Context: an optimization exercise on an open-source flow, tuned for small area and a short achievable clock period. The choices shown serve that exercise and are no tape-out recipe.
Only simulation tests tie the RTL to the original design; equivalence was not proved.
No run shown here takes its clock network from TritonCTS; it comes from the design's own scripts or RTL.
The flow treats the clock pin as an ideal source. Dropping or thinning the clock tree relies on that and would not hold on a real chip.
No activity file was given, so power comes from the tool's default toggle rates.

$ cat design/flow/config.mk
export PLATFORM = sky130hd
export DESIGN_NAME = axi_csr_fifo_top
export DESIGN_NICKNAME = axi_csr_fifo_top
export VERILOG_FILES = /design/flow/design.v
export SDC_FILE = /design/flow/constraint.sdc
export NUM_CORES = 4
export LEC_CHECK = 0
export CAP_MARGIN = 20
export CORE_MARGIN = 2
export CORE_UTILIZATION = 42
export SETUP_SLACK_MARGIN = 3.05
export SLEW_MARGIN = 20
$ cat design/flow/constraint.sdc
create_clock -name core_clock -period 5.0 [get_ports {ACLK}]
set_input_delay 1.0000 -clock core_clock [delete_from_list [all_inputs] [get_ports {ACLK}]]
set_output_delay 1.0000 -clock core_clock [all_outputs]
set_load 0.01 [all_outputs]
$ cat design/flow/design.v
`timescale 1ns / 1ps
module axi_csr_fifo_top #(
    parameter ADDR_WIDTH = 12,
    parameter DATA_WIDTH = 32,
    parameter FIFO_DEPTH = 16
)(
    input  wire                         ACLK,
    input  wire                         ARESETn,
    input  wire [ADDR_WIDTH - 1:0]      S_AXI_AWADDR,
    input  wire                         S_AXI_AWVALID,
    output wire                         S_AXI_AWREADY,
    input  wire [DATA_WIDTH - 1:0]      S_AXI_WDATA,
    input  wire [(DATA_WIDTH/8) - 1:0]  S_AXI_WSTRB,
    input  wire                         S_AXI_WVALID,
    output wire                         S_AXI_WREADY,
    output wire [1:0]                   S_AXI_BRESP,
    output wire                         S_AXI_BVALID,
    input  wire                         S_AXI_BREADY,
    input  wire [ADDR_WIDTH - 1:0]      S_AXI_ARADDR,
    input  wire                         S_AXI_ARVALID,
    output wire                         S_AXI_ARREADY,
    output wire [DATA_WIDTH - 1:0]      S_AXI_RDATA,
    output wire [1:0]                   S_AXI_RRESP,
    output wire                         S_AXI_RVALID,
    input  wire                         S_AXI_RREADY,
    input  wire                         wr_en,
    input  wire                         rd_en,
    input  wire [DATA_WIDTH - 1:0]      data_in,
    output reg  [DATA_WIDTH - 1:0]      data_out
);
    reg        wready;
    reg        aw_en;
    reg        bvalid;
    reg        aw_bad;       
    reg [31:0] control;
    wire accept  = !wready && S_AXI_AWVALID && S_AXI_WVALID && aw_en;
    wire wr_fire = wready && S_AXI_AWVALID && S_AXI_WVALID;
    wire bhs     = bvalid && S_AXI_BREADY;
    always @(posedge ACLK or negedge ARESETn) begin
        if (!ARESETn) begin
            wready <= 1'b0;
            aw_en  <= 1'b1;
            bvalid <= 1'b0;
        end else begin
            wready <= accept;
            if (accept)
                aw_en <= 1'b0;
            else if (bhs)
                aw_en <= 1'b1;
            if (wr_fire && !bvalid)
                bvalid <= 1'b1;
            else if (bhs)
                bvalid <= 1'b0;
        end
    end
    always @(posedge ACLK)
        if (accept)
            aw_bad <= (S_AXI_AWADDR != 12'h000);
    integer b;
    always @(posedge ACLK or negedge ARESETn) begin
        if (!ARESETn)
            control <= 32'h0;
        else if (wr_fire && !aw_bad)
            for (b = 0; b < 4; b = b + 1)
                if (S_AXI_WSTRB[b])
                    control[b*8 +: 8] <= S_AXI_WDATA[b*8 +: 8];
    end
    assign S_AXI_AWREADY = wready;
    assign S_AXI_WREADY  = wready;
    assign S_AXI_BVALID  = bvalid;
    assign S_AXI_BRESP   = {aw_bad, 1'b0};
    reg [31:0] mem [0:15];
    reg [15:0] wsel, rsel;
    reg [4:0]  level;
    reg        empty;
    reg        wok, rok;     
    wire       cs   = control[0];
    wire       full = level[4];
    wire       we   = wr_en && wok;
    wire       re   = rd_en && rok;
    wire cs_next    = (wr_fire && !aw_bad && S_AXI_WSTRB[0]) ? S_AXI_WDATA[0] : cs;
    wire full_next  = (we && !re) ? (level == 5'd15) : (re && !we) ? 1'b0 : full;
    wire empty_next = (we && !re) ? 1'b0 : (re && !we) ? (level == 5'd1) : empty;
    always @(posedge ACLK or negedge ARESETn) begin
        if (!ARESETn) begin
            wsel  <= 16'h0001;
            rsel  <= 16'h0001;
            level <= 5'd0;
            empty <= 1'b1;
            wok   <= 1'b0;
            rok   <= 1'b0;
        end else begin
            wok <= cs_next && !full_next;
            rok <= cs_next && !empty_next;
            if (we) wsel <= {wsel[14:0], wsel[15]};
            if (re) rsel <= {rsel[14:0], rsel[15]};
            if (we && !re) begin
                level <= level + 5'd1;
                empty <= 1'b0;
            end else if (re && !we) begin
                level <= level - 5'd1;
                empty <= (level == 5'd1);
            end
        end
    end
    integer k;
    always @(posedge ACLK)
        for (k = 0; k < 16; k = k + 1)
            if (we && wsel[k])
                mem[k] <= data_in;
    reg [31:0] rd_word;
    always @(*) begin
        rd_word = 32'h0;
        for (k = 0; k < 16; k = k + 1)
            rd_word = rd_word | ({32{rsel[k]}} & mem[k]);
    end
    always @(posedge ACLK or negedge ARESETn) begin
        if (!ARESETn)
            data_out <= 32'h0;
        else if (re)
            data_out <= rd_word;
    end
    reg        arready;
    reg        rvalid;
    reg        ar_is0, ar_is4, ar_bad;    
    reg [31:0] rdata;
    wire ar_take = !arready && S_AXI_ARVALID && !rvalid;
    wire rd_fire = arready && S_AXI_ARVALID && !rvalid;
    wire ar_lo   = (S_AXI_ARADDR[11:4] == 8'h00) && (S_AXI_ARADDR[1:0] == 2'b00);
    always @(posedge ACLK)
        if (ar_take) begin
            ar_is0 <= ar_lo && (S_AXI_ARADDR[3:2] == 2'd0);
            ar_is4 <= ar_lo && (S_AXI_ARADDR[3:2] == 2'd1);
            ar_bad <= !(ar_lo && (S_AXI_ARADDR[3] == 1'b0 || S_AXI_ARADDR[2] == 1'b0));
        end
    wire        ar_is8   = !ar_is0 && !ar_is4 && !ar_bad;
    wire [31:0] status_v = {16'd0, 3'd0, level, 6'd0, full, empty};
    wire [31:0] level_v  = {27'd0, level};
    wire [31:0] rd_val   = ({32{ar_is0}} & control) |
                           ({32{ar_is4}} & status_v) |
                           ({32{ar_is8}} & level_v);
    always @(posedge ACLK or negedge ARESETn) begin
        if (!ARESETn) begin
            arready <= 1'b0;
            rvalid  <= 1'b0;
        end else begin
            arready <= ar_take;
            if (rd_fire)
                rvalid <= 1'b1;
            else if (rvalid && S_AXI_RREADY)
                rvalid <= 1'b0;
        end
    end
    always @(posedge ACLK)
        if (rd_fire)
            rdata <= rd_val;
    assign S_AXI_ARREADY = arready;
    assign S_AXI_RVALID  = rvalid;
    assign S_AXI_RDATA   = rdata;
    assign S_AXI_RRESP   = {ar_bad, 1'b0};
endmodule
$ cat design/flow/flow/run.sh
#!/bin/bash
# The standard layout (standard.sh), with two changes:
#  - ports are buffered with buf_2 instead of the default pick;
#  - the clock tree is a balanced two-level tree built by flow/pre_cts.tcl:
#    the clock port feeds 4 root buffers (buf_12), which feed 28 leaf
#    buffers (clkbuf_16), each driving an equal-sized spatial cluster of
#    flip-flops. The standard clock_tree_synthesis call is skipped; the rest
#    of the CTS step (timing repair, legalisation) runs as usual.
# Each step's full log is in orfs/logs/; standard.sh's own output goes to
# standard.log.
set -euo pipefail
here=$(pwd)
export PRE_CTS_TCL=$here/flow/pre_cts.tcl
export BUFFER_PORTS_ARGS="-buffer_cell sky130_fd_sc_hd__buf_2"
bash standard.sh > standard.log 2>&1
$ cat design/flow/flow/clock_tree.tcl
# Two-level clock tree built before the standard CTS step, which is then
# skipped: clock port -> NROOT root buffers -> NLEAF leaf buffers -> flops.
# Flops are split into NLEAF spatial clusters of equal size (up to one), each
# driven by one leaf buffer at its centre; leaves are split the same way
# among the root buffers. Every flop sees the same two buffer stages.

proc ct_centres {pts k} {
  # k-means seeds spread along the sorted point list
  set n [llength $pts]
  set cs {}
  for {set i 0} {$i < $k} {incr i} { lappend cs [lindex $pts [expr {int(($i + 0.5) * $n / $k)}]] }
  return $cs
}

# Capacity-limited k-means: every cluster gets at most cap points.
proc ct_cluster {pts k iters} {
  set n [llength $pts]
  set cap [expr {int(ceil(double($n) / $k))}]
  set cs [ct_centres [lsort -real -index 0 $pts] $k]
  set asg {}
  for {set it 0} {$it < $iters} {incr it} {
    set pairs {}
    set j 0
    foreach p $pts {
      lassign $p x y
      set c 0
      foreach q $cs {
        lassign $q cx cy
        lappend pairs [list [expr {($x-$cx)*($x-$cx)+($y-$cy)*($y-$cy)}] $j $c]
        incr c
      }
      incr j
    }
    set pairs [lsort -real -index 0 $pairs]
    set asg [lrepeat $n -1]
    set cnt [lrepeat $k 0]
    set left $n
    foreach pr $pairs {
      lassign $pr d j c
      if {[lindex $asg $j] >= 0 || [lindex $cnt $c] >= $cap} continue
      lset asg $j $c
      lset cnt $c [expr {[lindex $cnt $c] + 1}]
      if {[incr left -1] == 0} break
    }
    if {$it >= $iters - 2} { set asg [ct_swap $pts $asg $cs $k] }
    set sx [lrepeat $k 0.0]; set sy [lrepeat $k 0.0]
    set j 0
    foreach p $pts {
      set a [lindex $asg $j]
      lset sx $a [expr {[lindex $sx $a] + [lindex $p 0]}]
      lset sy $a [expr {[lindex $sy $a] + [lindex $p 1]}]
      incr j
    }
    set ncs {}
    for {set c 0} {$c < $k} {incr c} {
      set m [lindex $cnt $c]
      if {$m > 0} {
        lappend ncs [list [expr {[lindex $sx $c] / $m}] [expr {[lindex $sy $c] / $m}]]
      } else {
        lappend ncs [lindex $cs $c]
      }
    }
    set cs $ncs
  }
  return [list $asg $cs]
}

# Pairwise swaps between clusters that shorten the summed point-to-centre
# distance; sizes stay the same, and points the greedy pass pushed into a
# far cluster are traded back towards their own area.
proc ct_dist {p c} {
  lassign $p x y
  lassign $c cx cy
  return [expr {abs($x - $cx) + abs($y - $cy)}]
}
proc ct_swap {pts asg cs k} {
  set n [llength $pts]
  for {set pass 0} {$pass < 4} {incr pass} {
    set members {}
    for {set c 0} {$c < $k} {incr c} { lappend members {} }
    for {set j 0} {$j < $n} {incr j} {
      set a [lindex $asg $j]
      lset members $a [concat [lindex $members $a] $j]
    }
    set moved 0
    for {set j 0} {$j < $n} {incr j} {
      set p [lindex $pts $j]
      set a [lindex $asg $j]
      set dpa [ct_dist $p [lindex $cs $a]]
      set best 0.0; set bq -1; set bb -1
      for {set b 0} {$b < $k} {incr b} {
        if {$b == $a} continue
        set gain0 [expr {$dpa - [ct_dist $p [lindex $cs $b]]}]
        if {$gain0 <= $best} continue
        foreach q [lindex $members $b] {
          set qp [lindex $pts $q]
          set g [expr {$gain0 + [ct_dist $qp [lindex $cs $b]] - [ct_dist $qp [lindex $cs $a]]}]
          if {$g > $best} { set best $g; set bq $q; set bb $b }
        }
      }
      if {$bq >= 0} {
        lset asg $j $bb
        lset asg $bq $a
        set mj [lsearch -exact [lindex $members $a] $j]
        lset members $a [lreplace [lindex $members $a] $mj $mj $bq]
        set mq [lsearch -exact [lindex $members $bb] $bq]
        lset members $bb [lreplace [lindex $members $bb] $mq $mq $j]
        incr moved
      }
    }
    if {$moved == 0} break
  }
  return $asg
}

proc ct_place {inst xy} {
  lassign $xy x y
  set m [$inst getMaster]
  $inst setLocation [expr {int($x - [$m getWidth] / 2)}] [expr {int($y - [$m getHeight] / 2)}]
  $inst setPlacementStatus PLACED
}

proc ct_build {clkport nleaf nroot leafbuf rootbuf} {
  set db [ord::get_db]
  set block [ord::get_db_block]
  set clknet [$block findNet $clkport]
  set sinks {}
  set pts {}
  foreach it [$clknet getITerms] {
    set bb [[$it getInst] getBBox]
    lappend sinks $it
    lappend pts [list [expr {([$bb xMin] + [$bb xMax]) / 2.0}] [expr {([$bb yMin] + [$bb yMax]) / 2.0}]]
  }
  puts "clock_tree: [llength $sinks] sinks, $nleaf leaves, $nroot roots"
  lassign [ct_cluster $pts $nleaf 12] asg cs
  set leaves {}
  for {set c 0} {$c < $nleaf} {incr c} {
    set inst [odb::dbInst_create $block [$db findMaster $leafbuf] "clkbuf_leaf_$c"]
    ct_place $inst [lindex $cs $c]
    set net [odb::dbNet_create $block "clknet_leaf_$c"]
    $net setSigType CLOCK
    [$inst findITerm X] connect $net
    lappend leaves $inst
  }
  set j 0
  foreach it $sinks {
    $it disconnect
    $it connect [$block findNet "clknet_leaf_[lindex $asg $j]"]
    incr j
  }
  lassign [ct_cluster $cs $nroot 12] rasg rcs
  for {set r 0} {$r < $nroot} {incr r} {
    set inst [odb::dbInst_create $block [$db findMaster $rootbuf] "clkbuf_root_$r"]
    ct_place $inst [lindex $rcs $r]
    set net [odb::dbNet_create $block "clknet_root_$r"]
    $net setSigType CLOCK
    [$inst findITerm X] connect $net
    [$inst findITerm A] connect $clknet
  }
  set j 0
  foreach l $leaves {
    [$l findITerm A] connect [$block findNet "clknet_root_[lindex $rasg $j]"]
    incr j
  }
  $clknet setSigType CLOCK
}
$ cat design/flow/flow/pre_cts.tcl
# Runs before the standard CTS step: build the clock tree here and turn the
# standard clock_tree_synthesis call into a no-op.
source [file join [file dirname [info script]] clock_tree.tcl]
ct_build ACLK 28 4 sky130_fd_sc_hd__clkbuf_16 sky130_fd_sc_hd__buf_12
rename clock_tree_synthesis ct_standard_cts
proc clock_tree_synthesis {args} {
  puts "clock_tree_synthesis skipped: the tree was built by pre_cts.tcl"
  set_propagated_clock [all_clocks]
}
$ cat design/flow/standard.sh
#!/bin/bash
# synth_recipe.tcl (not shown) runs the flow's synth.tcl, then flattens the netlist and writes it again
# the make line also repeats each setting of config.mk as NAME=value (left out here)
make -C /OpenROAD-flow-scripts/flow DESIGN_CONFIG=/design/flow/config.mk WORK_HOME=/design/flow/orfs CLKGATE_MAP_FILE= SYNTH_SCRIPT=/design/flow/synth_recipe.tcl "${@:-finish}"
==> results.py, run 1 <==
metrics = {
    "status": {
        "status": "timing/DRC/antenna clean",
    },
    "layout": {
        "final_util_pct": 46.9,
        "nets": 1545,
        "fin_area_um2": 26600,
        "stdcell_count": 2194,
        "area_delta_synth_final_pct": 10.3,
        "drive_above_1_share_pct": 23.5,
        "num-fill-cells": 4809,
    },
    "critical_path": {
        "slowest_stage": "dfrtp_1",
        "critPathLaunchType": "flip-flop",
        "cpPeakStageDelay_ps": 410,
        "critPathTopFamily": "flip-flops",
        "cp-end-kind": "output pin",
        "r2r_slack_ps": 3120,
        "path_class": "flip-flop to output pin",
        "cp_max_fo": 3,
        "required_ps": 4000,
        "cp_cell_sequence": "buf_2",
        "worst-path-buf-inv": 1,
        "arrival_ps": 900,
    },
    "synthesis": {
        "ys_ff_latch": 657,
        "yosysTopAreaCell": "edfxtp_1",
        "synth.yosys.seq_area_share_pct": 79.6,
        "yosysWarnings": 2,
        "avgSynthCellArea_um2": 18.8,
        "synth_common_cells": "edfxtp_1 (548), a22o_1 (132), a221oi_1 (128)",
        "synthesis.area_um2": 24100,
        "synth_edf_count": 548,
        "synth.distinct_cells": 41,
        "synth_top_area_share_pct": 68.3,
        "netlist_instances": 1285,
        "synth_area_leaders": "edfxtp_1 (68%), dfrtp_1 (11%), a22o_1 (4.8%)",
        "synth_flop_cell": "edfxtp_1",
        "yosysMostFrequentCell": "edfxtp_1",
        "async_flop_share_pct": 16.6,
    },
    "global_routing": {
        "antenna_found_initial": 5,
        "grt_max_degree": 67,
        "grt_first_pass_wirelength_um": 82600,
        "grt_usage_pct": 18.3,
        "grt_pass1_vias": 12500,
        "grt_overflow_total": 0,
    },
    "timing": {
        "setup_slack_ps": 3100,
        "final.period_utilization_pct": 38.1,
        "setup-violations-final": 0,
        "clock_skew_ps": 34.2,
        "worstMarginPinSlew_ps": 774,
        "slew_violations": 0,
        "tns_ps": 0,
        "report.final.hold_viol_count": 0,
        "period_needed_ps": 1900,
        "whs_ps": 481,
        "fmax_mhz": 525,
        "slew_headroom_pct": 48.4,
        "rsz0062_at_grt": "yes",
    },
    "drt": {
        "drt_first_iter_violations": 1143,
        "viasPerCell": 5.75,
        "vias": 12600,
        "wl_per_cell_um": 25.8,
        "wl_um": 56500,
        "drc": 0,
        "first_pass_iters": 5,
        "ant_nets": 0,
    },
    "floorplan": {
        "die_h_um": 244,
        "ios": 174,
        "initial_core_util_pct": 42.6,
        "num_rows": 87,
        "die_area_um2": 59300,
        "fp.dieW_um": 244,
        "core_area_um2": 56600,
    },
    "power": {
        "totalPowerFinal_mw": 8.80,
        "p_per_area_nw_per_um2": 331,
        "power.leakage_nw": 9.21,
        "vdd_drop_max_mv": 0.217,
    },
    "hold_path": {
        "worstHoldPathType": "flip-flop to flip-flop",
    },
    "place": {
        "dpl_cell_area_um2": 25500,
        "hpwl_um": 30300,
        "dpl.cell_count": 2142,
        "gp_congestion": 0.744,
        "place_ws_ps": 2200,
        "portBuffers": 171,
    },
    "clock_tree": {
        "clk_latency_ps": 360,
        "clk_pin_slew_ps": 100,
    },
    "run": {
        "maxCapViolCount": 0,
    },
}
[timing repair]
item,4_1_cts,5_1_grt
cloned,0,2
gates resized for setup,29,14
pin swaps,11,8
setup buffers,5,11
hold buffers,0,0
setup endpoints to repair,569,532
[cells in the final DEF, fill, tap and decap left out, drive strengths merged, types with 3 or more instances in the layout]
cell,Yosys,layout
ha,6,6
mux2,47,47
buf,70,210
and2,22,22
o21ai,37,37
a21o,18,18
dfstp,4,4
nand2,45,45
nor4,5,5
inv,9,9
a221oi,128,128
xor2,3,3
edfxtp,548,548
and3,17,19
nor3,4,4
clkbuf,20,28
and4,32,32
a22o,133,133
nor3b,3,3
mux2i,4,4
nand3,3,3
nor2,6,6
dfrtp,105,105
a21oi,4,4
[worst paths after layout]
| path | end | startpoint | cells after the start |
|---|---|---|---|
| setup / recovery | S_AXI_BVALID | bvalid$_DFFE_PN0P_ | 1 |
| hold / removal | wsel[8]$_DFFE_PN0P_ | wsel[8]$_DFFE_PN0P_ | 1 |
| setup reg to reg | data_out[27]$_DFFE_PN0P_ | rsel[14]$_DFFE_PN0P_ | 5 |
| hold reg to reg | wsel[8]$_DFFE_PN0P_ | wsel[8]$_DFFE_PN0P_ | 1 |
| max in group asynchronous | rsel[14]$_DFFE_PN0P_ | ARESETn | 2 |
| min in group asynchronous | control[31]$_DFFE_PN0P_ | ARESETn | 1 |
[cells by family (layout without fill, tap and decap cells)]
family                   count (synthesis)  after routing  synth area share [%]
adder cells (fa/ha/maj)                  6              6                 0.312
flip-flops                             657            657                  79.6
buffers and inverters                   99            247                  2.84
multiplexers                            51             51                  2.36
AND/OR/NAND/NOR                        144            146                  3.67
AO/OA/AOI/OAI                          323            323                  11.0
XOR/XNOR                                 4              4                 0.145
other                                    1              4                0.0156
[layer usage]
| metal | wire length [um] | GRT usage, % | vias to the layer above |
|---|---|---|---|
| met1 | 24600 | 25.9 | 6589 |
| li1 | - | - | 5550 |
| met2 | 27700 | 31.1 | 404 |
| met3 | 3370 | 2.17 | 59 |
| met5 | 41 | 0 | - |
| met4 | 879 | 2.82 | 6 |
[registers in the layout, summed over array words and instances (netlist names)]
register  count
empty         1
mem         512
ar_is4        1
rsel         16
rdata        32
ar_is0        1
arready       1
rvalid        1
data_out     32
wsel         16
wready        1
aw_bad        1
control      32
ar_bad        1
bvalid        1
rok           1
level         5
aw_en         1
wok           1
[cell type report]
cell class	instances	area, um2	area share (%)
sequential	657	19200	72.3
multi-input combinational	532	4400	16.5
antenna	2	5.00	0.0188
timing repair buffer	206	1190	4.47
inverter	9	36.3	0.137
tap	756	946	3.56
buffer	32	781	2.94
[power by group]
group / internal (mW) / switching, mW
clock network: 1.14 / 1.54
logic: 0.0482 / 0.119
registers: 5.94 / 0.0100
==> run 2: changes to the inputs <==
==> design/flow/flow/run.sh (replaced) <==
#!/bin/bash
# The standard layout (standard.sh), with two changes:
#  - ports are buffered with buf_1 (upsized later where timing needs it);
#  - the clock tree is a balanced two-level tree built by flow/pre_cts.tcl:
#    the clock port feeds 4 root buffers (buf_12), which feed 28 leaf
#    buffers (clkbuf_16), each driving an equal-sized spatial cluster of
#    flip-flops. The standard clock_tree_synthesis call is skipped; the rest
#    of the CTS step (timing repair, legalisation) runs as usual.
# Each step's full log is in orfs/logs/; standard.sh's own output goes to
# standard.log.
set -euo pipefail
here=$(pwd)
export PRE_CTS_TCL=$here/flow/pre_cts.tcl
export BUFFER_PORTS_ARGS="-buffer_cell sky130_fd_sc_hd__buf_1"
bash standard.sh > standard.log 2>&1
==> results.py, run 2 <==
metrics = {
    "critical_path": {
        "critPathTopFamily": "flip-flops",
        "path_class": "flip-flop to output pin",
        "slowest_stage": "edfxtp_1",
        "worst-path-buf-inv": 1,
        "arrival_ps": 930,
        "cp_cell_sequence": "clkbuf_2",
        "critPathLaunchType": "flip-flop",
        "cp_max_fo": 2,
        "cpPeakStageDelay_ps": 430,
        "required_ps": 4000,
        "cp-end-kind": "output pin",
    },
    "power": {
        "p_per_area_nw_per_um2": 334,
        "vdd_drop_max_mv": 0.411,
        "power.leakage_nw": 8.71,
    },
    "synthesis": {
        "netlist_instances": 1285,
        "synthXorXnorAreaFrac_pct": 0.145,
        "synth_top_family_by_area": "compound AO/OA/AOI/OAI gates",
        "yosysTopAreaCell": "edfxtp_1",
        "synth_edf_count": 548,
        "avgSynthCellArea_um2": 18.8,
        "synth_flop_cell": "edfxtp_1",
        "synth_common_cells": "edfxtp_1 (548), a22o_1 (132), a221oi_1 (128)",
        "synthesis.area_um2": 24100,
        "synth-compound-area-share_pct": 11.0,
        "ys_ff_latch": 657,
        "synth_area_leaders": "edfxtp_1 (68%), dfrtp_1 (11%), a22o_1 (4.8%)",
        "synth.yosys.seq_area_share_pct": 79.6,
        "synthAdderAreaFrac_pct": 0.312,
        "synthMuxAreaShare_pct": 2.36,
        "synth.distinct_cells": 41,
        "synth_top_area_share_pct": 68.3,
        "async_flop_share_pct": 16.6,
        "yosysMostFrequentCell": "edfxtp_1",
        "synth-simple-area-share_pct": 3.67,
        "yosysWarnings": 2,
    },
    "layout": {
        "nets": 1540,
        "largest_reg_flops": 512,
        "mostFrequentLayoutCells": "edfxtp_1 (548), buf_1 (164), a22o_1 (132)",
        "final_common_cell": "edfxtp_1",
        "regMostFlops": "mem",
        "area_delta_synth_final_pct": 9.30,
        "drive_above_1_share_pct": 11.7,
        "n_antenna_cell": 0,
    },
    "floorplan": {
        "initial_core_util_pct": 42.6,
        "die_area_um2": 59300,
        "fp.dieW_um": 244,
        "core_area_um2": 56600,
        "die_h_um": 244,
        "ios": 174,
        "num_rows": 87,
    },
    "drt": {
        "drc": 0,
        "first_pass_iters": 5,
        "wl_per_cell_um": 26.1,
        "wl_um": 57000,
        "vias": 12600,
        "viasPerCell": 5.74,
        "ant_nets": 0,
        "drt_first_iter_violations": 1005,
    },
    "timing": {
        "clock_skew_ps": 19.9,
        "final.period_utilization_pct": 38.5,
        "tns_ps": 0,
        "slew_headroom_pct": 42.4,
        "rsz0062_at_grt": "yes",
        "report.final.hold_viol_count": 0,
        "slew_violations": 0,
        "setup_slack_ps": 3070,
        "worstMarginPinSlew_ps": 865,
        "period_needed_ps": 1930,
        "setup-violations-final": 0,
        "fmax_mhz": 519,
    },
    "clock_tree": {
        "clk_latency_ps": 360,
        "clk_pin_slew_ps": 100,
        "ctsHoldBuffers": 0,
    },
    "hold_path": {
        "worstHoldPathType": "flip-flop to flip-flop",
    },
    "status": {
        "status": "timing/DRC/antenna clean",
    },
    "global_routing": {
        "grt_usage_pct": 18.5,
        "grt_overflow_total": 0,
        "grt_first_pass_wirelength_um": 83000,
        "grt_pass1_vias": 12500,
        "grt_max_degree": 59,
        "antenna_found_initial": 2,
    },
    "place": {
        "gp_congestion": 0.735,
        "portBuffers": 171,
        "hpwl_um": 30500,
        "place_ws_ps": 1780,
    },
    "run": {
        "maxCapViolCount": 0,
    },
}
-- run 2: cell counts after synthesis --
Identical to the previous run, type by type.
-- run 2: logic make-up (layout without fill, tap and decap cells) --
group	count (synthesis)	after routing
flops	657	657
compound gates	323	323
simple gates	144	147
buf+inv	99	241
mux	51	51
fa+ha+maj	6	6
xor+xnor	4	4
other cells	1	2
-- run 2: power by group --
group	leakage, nW	internal, mW	switching (mW)	total (mW)
combinational	1.91	0.0318	0.121	0.153
clock	0.383	1.14	1.54	2.68
sequential	6.42	5.95	0.0118	5.96
total	8.71	7.12	1.67	8.79
-- run 2: path summary, 6_finish.rpt --
check | startpoint | to | slack [ps] | depth (start not counted)
max | ar_bad$_DFFE_PP_ | S_AXI_RRESP[1] | 3070 | 1
min | wsel[8]$_DFFE_PN0P_ | wsel[8]$_DFFE_PN0P_ | 490 | 1
max reg2reg | rsel[11]$_DFFE_PN0P_ | data_out[28]$_DFFE_PN0P_ | 3090 | 5
min reg2reg | wsel[8]$_DFFE_PN0P_ | wsel[8]$_DFFE_PN0P_ | 490 | 1
max in group asynchronous | ARESETn | aw_en$_DFFE_PN1P_ | 3330 | 2
min in group asynchronous | ARESETn | control[28]$_DFFE_PN0P_ | 780 | 1
-- run 2: per-stage QoR --
stage / std cells / total power [mW] / instance area (um2) / util, % / hold slack [ps]
floorplan: 1286 / 6.11 / 24200 / - / 442
global placement: 2141 / 6.22 / 25300 / 44.7 / 451
detailed placement: 2141 / 6.23 / 25300 / 44.7 / 460
CTS: 2179 / 8.84 / 26200 / 46.3 / 489
global route: 2187 / 9.02 / 26300 / 46.5 / 498
finish: 2187 / 8.79 / 26300 / 46.5 / 487
-- run 2: repair_timing --
action / 4_1_cts / 5_1_grt
buffers inserted: 4 / 7
cloned: 2 / 1
pin swaps: 8 / 4
resized for setup: 34 / 16
endpoints found under the setup margin: 592 / 501
-- run 2: layout make-up --
cell class,count,area (um2)
Fill cell,4846,30300
Tap cell,756,946
Inverter,9,36.3
Multi-Input combinational cell,533,4420
Timing Repair Buffer,200,945
Buffer,32,781
Sequential cell,657,19200
-- run 2: per-layer routing --
layer | vias up | global-route usage, % | wire length (um)
li1 | 5515 | - | -
met1 | 6588 | 26.0 | 25000
met2 | 408 | 31.9 | 28000
met3 | 48 | 2.43 | 3290
met4 | 4 | 2.39 | 790
met5 | - | 0 | 27
==> run 3: changes to the inputs <==
==> design/flow/flow/run.sh (replaced) <==
#!/bin/bash
# The standard layout (standard.sh), with two changes:
#  - ports are buffered with buf_2 instead of the default pick;
#  - the clock tree is a balanced two-level tree built by flow/pre_cts.tcl:
#    the clock port feeds 4 root buffers (buf_12), which feed 24 leaf
#    buffers (clkbuf_16), each driving an equal-sized spatial cluster of
#    flip-flops. The standard clock_tree_synthesis call is skipped; the rest
#    of the CTS step (timing repair, legalisation) runs as usual.
# Each step's full log is in orfs/logs/; standard.sh's own output goes to
# standard.log.
set -euo pipefail
here=$(pwd)
export PRE_CTS_TCL=$here/flow/pre_cts.tcl
export BUFFER_PORTS_ARGS="-buffer_cell sky130_fd_sc_hd__buf_2"
bash standard.sh > standard.log 2>&1
==> design/flow/flow/pre_cts.tcl (replaced) <==
# Runs before the standard CTS step: build the clock tree here and turn the
# standard clock_tree_synthesis call into a no-op.
source [file join [file dirname [info script]] clock_tree.tcl]
ct_build ACLK 24 4 sky130_fd_sc_hd__clkbuf_16 sky130_fd_sc_hd__buf_12
rename clock_tree_synthesis ct_standard_cts
proc clock_tree_synthesis {args} {
  puts "clock_tree_synthesis skipped: the tree was built by pre_cts.tcl"
  set_propagated_clock [all_clocks]
}
==> results.py, run 3 <==
metrics = {
    "status": {
        "status": "timing/DRC/antenna clean",
    },
    "power": {
        "p_seq_share_pct": 69.1,
        "power.switching_mw": 1.63,
        "comb_power_share_pct": 1.9,
        "clock_power_share_pct": 29.0,
        "p_per_area_nw_per_um2": 325,
        "power.leakage_nw": 9.18,
        "intPower_mw": 6.99,
        "switching_share_pct": 18.9,
        "vdd_drop_max_mv": 0.253,
    },
    "run": {
        "maxCapViolCount": 0,
    },
    "layout": {
        "area_delta_synth_final_pct": 9.97,
        "mostFrequentLayoutCells": "edfxtp_1 (548), buf_2 (169), a22o_1 (132)",
        "drive_above_1_share_pct": 23.5,
        "num-fill-cells": 4812,
        "nets": 1545,
        "seqCellArea_um2": 19200,
        "multi_input_area_um2": 4460,
        "largest_reg_flops": 512,
        "final_common_cell": "edfxtp_1",
        "regMostFlops": "mem",
    },
    "synthesis": {
        "synthesis.area_um2": 24100,
        "yosysMostFrequentCell": "edfxtp_1",
        "synth_top_area_share_pct": 68.3,
        "synth_edf_count": 548,
        "ys_ff_latch": 657,
        "synth.distinct_cells": 41,
        "async_flop_share_pct": 16.6,
        "netlist_instances": 1285,
        "synth_flop_cell": "edfxtp_1",
        "yosysTopAreaCell": "edfxtp_1",
        "avgSynthCellArea_um2": 18.8,
        "synth.yosys.seq_area_share_pct": 79.6,
        "synth_area_leaders": "edfxtp_1 (68%), dfrtp_1 (11%), a22o_1 (4.8%)",
        "yosysWarnings": 2,
        "synth_common_cells": "edfxtp_1 (548), a22o_1 (132), a221oi_1 (128)",
    },
    "place": {
        "place_ws_ps": 2200,
        "portBuffers": 171,
        "hpwl_um": 30300,
        "gp_congestion": 0.744,
    },
    "critical_path": {
        "cpPeakStageDelay_ps": 420,
        "critPathLaunchType": "flip-flop",
        "cp-end-kind": "output pin",
        "cp_max_fo": 5,
        "slowest_stage": "dfrtp_1",
        "worst-path-buf-inv": 1,
        "required_ps": 4000,
        "cp_cell_sequence": "buf_2",
        "critPathTopFamily": "flip-flops",
        "path_class": "flip-flop to output pin",
        "cp.depth": 1,
        "arrival_ps": 930,
        "rr_worst_depth": 1,
    },
    "timing": {
        "worstMarginPinSlew_ps": 765,
        "slew_violations": 0,
        "setup-violations-final": 0,
        "slew_headroom_pct": 49.0,
        "fmax_mhz": 518,
        "rsz0062_at_grt": "yes",
        "period_needed_ps": 1930,
        "setup_slack_ps": 3070,
        "report.final.hold_viol_count": 0,
        "final.period_utilization_pct": 38.6,
        "clock_skew_ps": 26.6,
        "tns_ps": 0,
    },
    "drt": {
        "drc": 0,
        "wl_per_cell_um": 26.6,
        "viasPerCell": 5.79,
        "vias": 12700,
        "first_pass_iters": 5,
        "wl_um": 58400,
        "ant_nets": 0,
        "drt_first_iter_violations": 1060,
    },
    "hold_path": {
        "worstHoldPathType": "flip-flop to flip-flop",
        "whs_path_depth": 1,
    },
    "floorplan": {
        "num_rows": 87,
        "ios": 174,
        "core_area_um2": 56600,
        "die_h_um": 244,
        "fp.dieW_um": 244,
        "initial_core_util_pct": 42.6,
        "die_area_um2": 59300,
    },
    "global_routing": {
        "grt_first_pass_wirelength_um": 84500,
        "grt_pass1_vias": 12500,
        "grt_overflow_total": 0,
        "grt_usage_pct": 18.9,
        "antenna_found_initial": 5,
        "grt_max_degree": 67,
    },
    "clock_tree": {
        "clk_latency_ps": 350,
        "clk_pin_slew_ps": 100,
    },
}
## run 3: cell counts after synthesis
No cell type changed its count.
## run 3: cell type report
| type | count | area share, % |
|---|---|---|
| sequential | 657 | 72.5 |
| multi-input combinational | 538 | 16.8 |
| timing repair buffer | 204 | 4.39 |
| tap | 756 | 3.57 |
| buffer | 28 | 2.57 |
| inverter | 9 | 0.137 |
| antenna | 1 | 0.00944 |
## run 3: power by group through the flow
stage,combinational [mW],sequential [mW],clock (mW)
detailed placement,0.160,6.08,0
finish,0.165,5.96,2.50
CTS,0.162,5.96,2.55
floorplan,0.0209,6.09,0
global placement,0.154,6.08,0
global route,0.184,5.96,2.72
## run 3: kinds of logic (layout without fill, tap and decap cells)
group | after synthesis | after routing | synth area share, %
muxes | 51 | 51 | 2.36
adders and majority gates | 6 | 6 | 0.312
xor gates and xnor gates | 4 | 4 | 0.145
DFF | 657 | 657 | 79.6
other | 1 | 3 | 0.0156
AOI/OAI and AO/OA | 323 | 323 | 11.0
buffers and inverters | 99 | 241 | 2.84
and+or+nand+nor | 144 | 152 | 3.67
## run 3: worst paths after layout
path / startpoint / endpoint / slack [ps]
worst max-delay path: wready$_DFF_PN0_ / S_AXI_WREADY / 3070
worst min-delay path: wsel[10]$_DFFE_PN0P_ / wsel[10]$_DFFE_PN0P_ / 490
worst max register to register: wok$_DFF_PN0_ / mem[0][26]$_DFFE_PP_ / 3100
worst min register to register: wsel[10]$_DFFE_PN0P_ / wsel[10]$_DFFE_PN0P_ / 490
max in group asynchronous: ARESETn / rsel[14]$_DFFE_PN0P_ / 3410
min in group asynchronous: ARESETn / control[31]$_DFFE_PN0P_ / 660
## run 3: routing by layer
metal	GRT usage, %	routed length (um)	up-vias
met5	0	52	-
met2	32.0	28400	460
met1	26.8	24800	6593
li1	-	-	5560
met3	2.42	3920	76
met4	3.25	1250	8
## run 3: metrics by stage
| step | std cells | util, % | instance area [um2] | power [mW] | hold slack [ps] |
|---|---|---|---|---|---|
| final | 2193 | 46.8 | 26500 | 8.62 | 488 |
| after global routing | 2193 | 46.8 | 26500 | 8.86 | 508 |
| after CTS | 2181 | 46.5 | 26300 | 8.67 | 491 |
| after detailed placement | 2142 | 45.1 | 25500 | 6.24 | 460 |
| after global placement | 2142 | 45.1 | 25500 | 6.24 | 453 |
| after floorplan | 1286 | - | 24200 | 6.11 | 442 |
## run 3: repair_timing
item                                    CTS  global route
endpoints found under the setup margin  569           181
hold buffers                              0             0
pin swaps                                11             9
gates cloned                              6             2
resized for setup                        29            16
setup buffers                             5             9
hold endpoints to repair                  0             0

-- port drivers added, routing unchanged --
How much do the figures lean on ideal ports? The routed layouts below were timed once more, with nothing changed but the port constraints.
Step 1, drivers: a clkbuf_16 drives ACLK and a buf_2 each remaining input, both assumed.
Step 2, shift: input delay + t, output delay - t, t = (earliest + latest rising clock arrival at the registers) / 2. This alone moves slack from input paths to output paths.
Slacks: ideal ports / drivers / drivers and shift; pairs: ideal ports / drivers.
run	t (ns)	setup slack, ns	worst setup path after step 2	latest minus earliest clock arrival (ns)	slew at the worst register clock pin (ns)
run 1	0.460	3.096 / 2.974 / 2.698	input to register	0.036 / 0.036	0.10 / 0.10
run 2	0.459	3.075 / 2.959 / 2.675	input to register	0.026 / 0.026	0.10 / 0.10
run 3	0.460	3.071 / 2.952 / 2.664	input to register	0.033 / 0.033	0.11 / 0.11
After both steps every run listed still meets setup and hold. For run 3, which loses most, drivers alone change the setup slack by -0.119 ns; drivers and shift together by -0.407 ns.
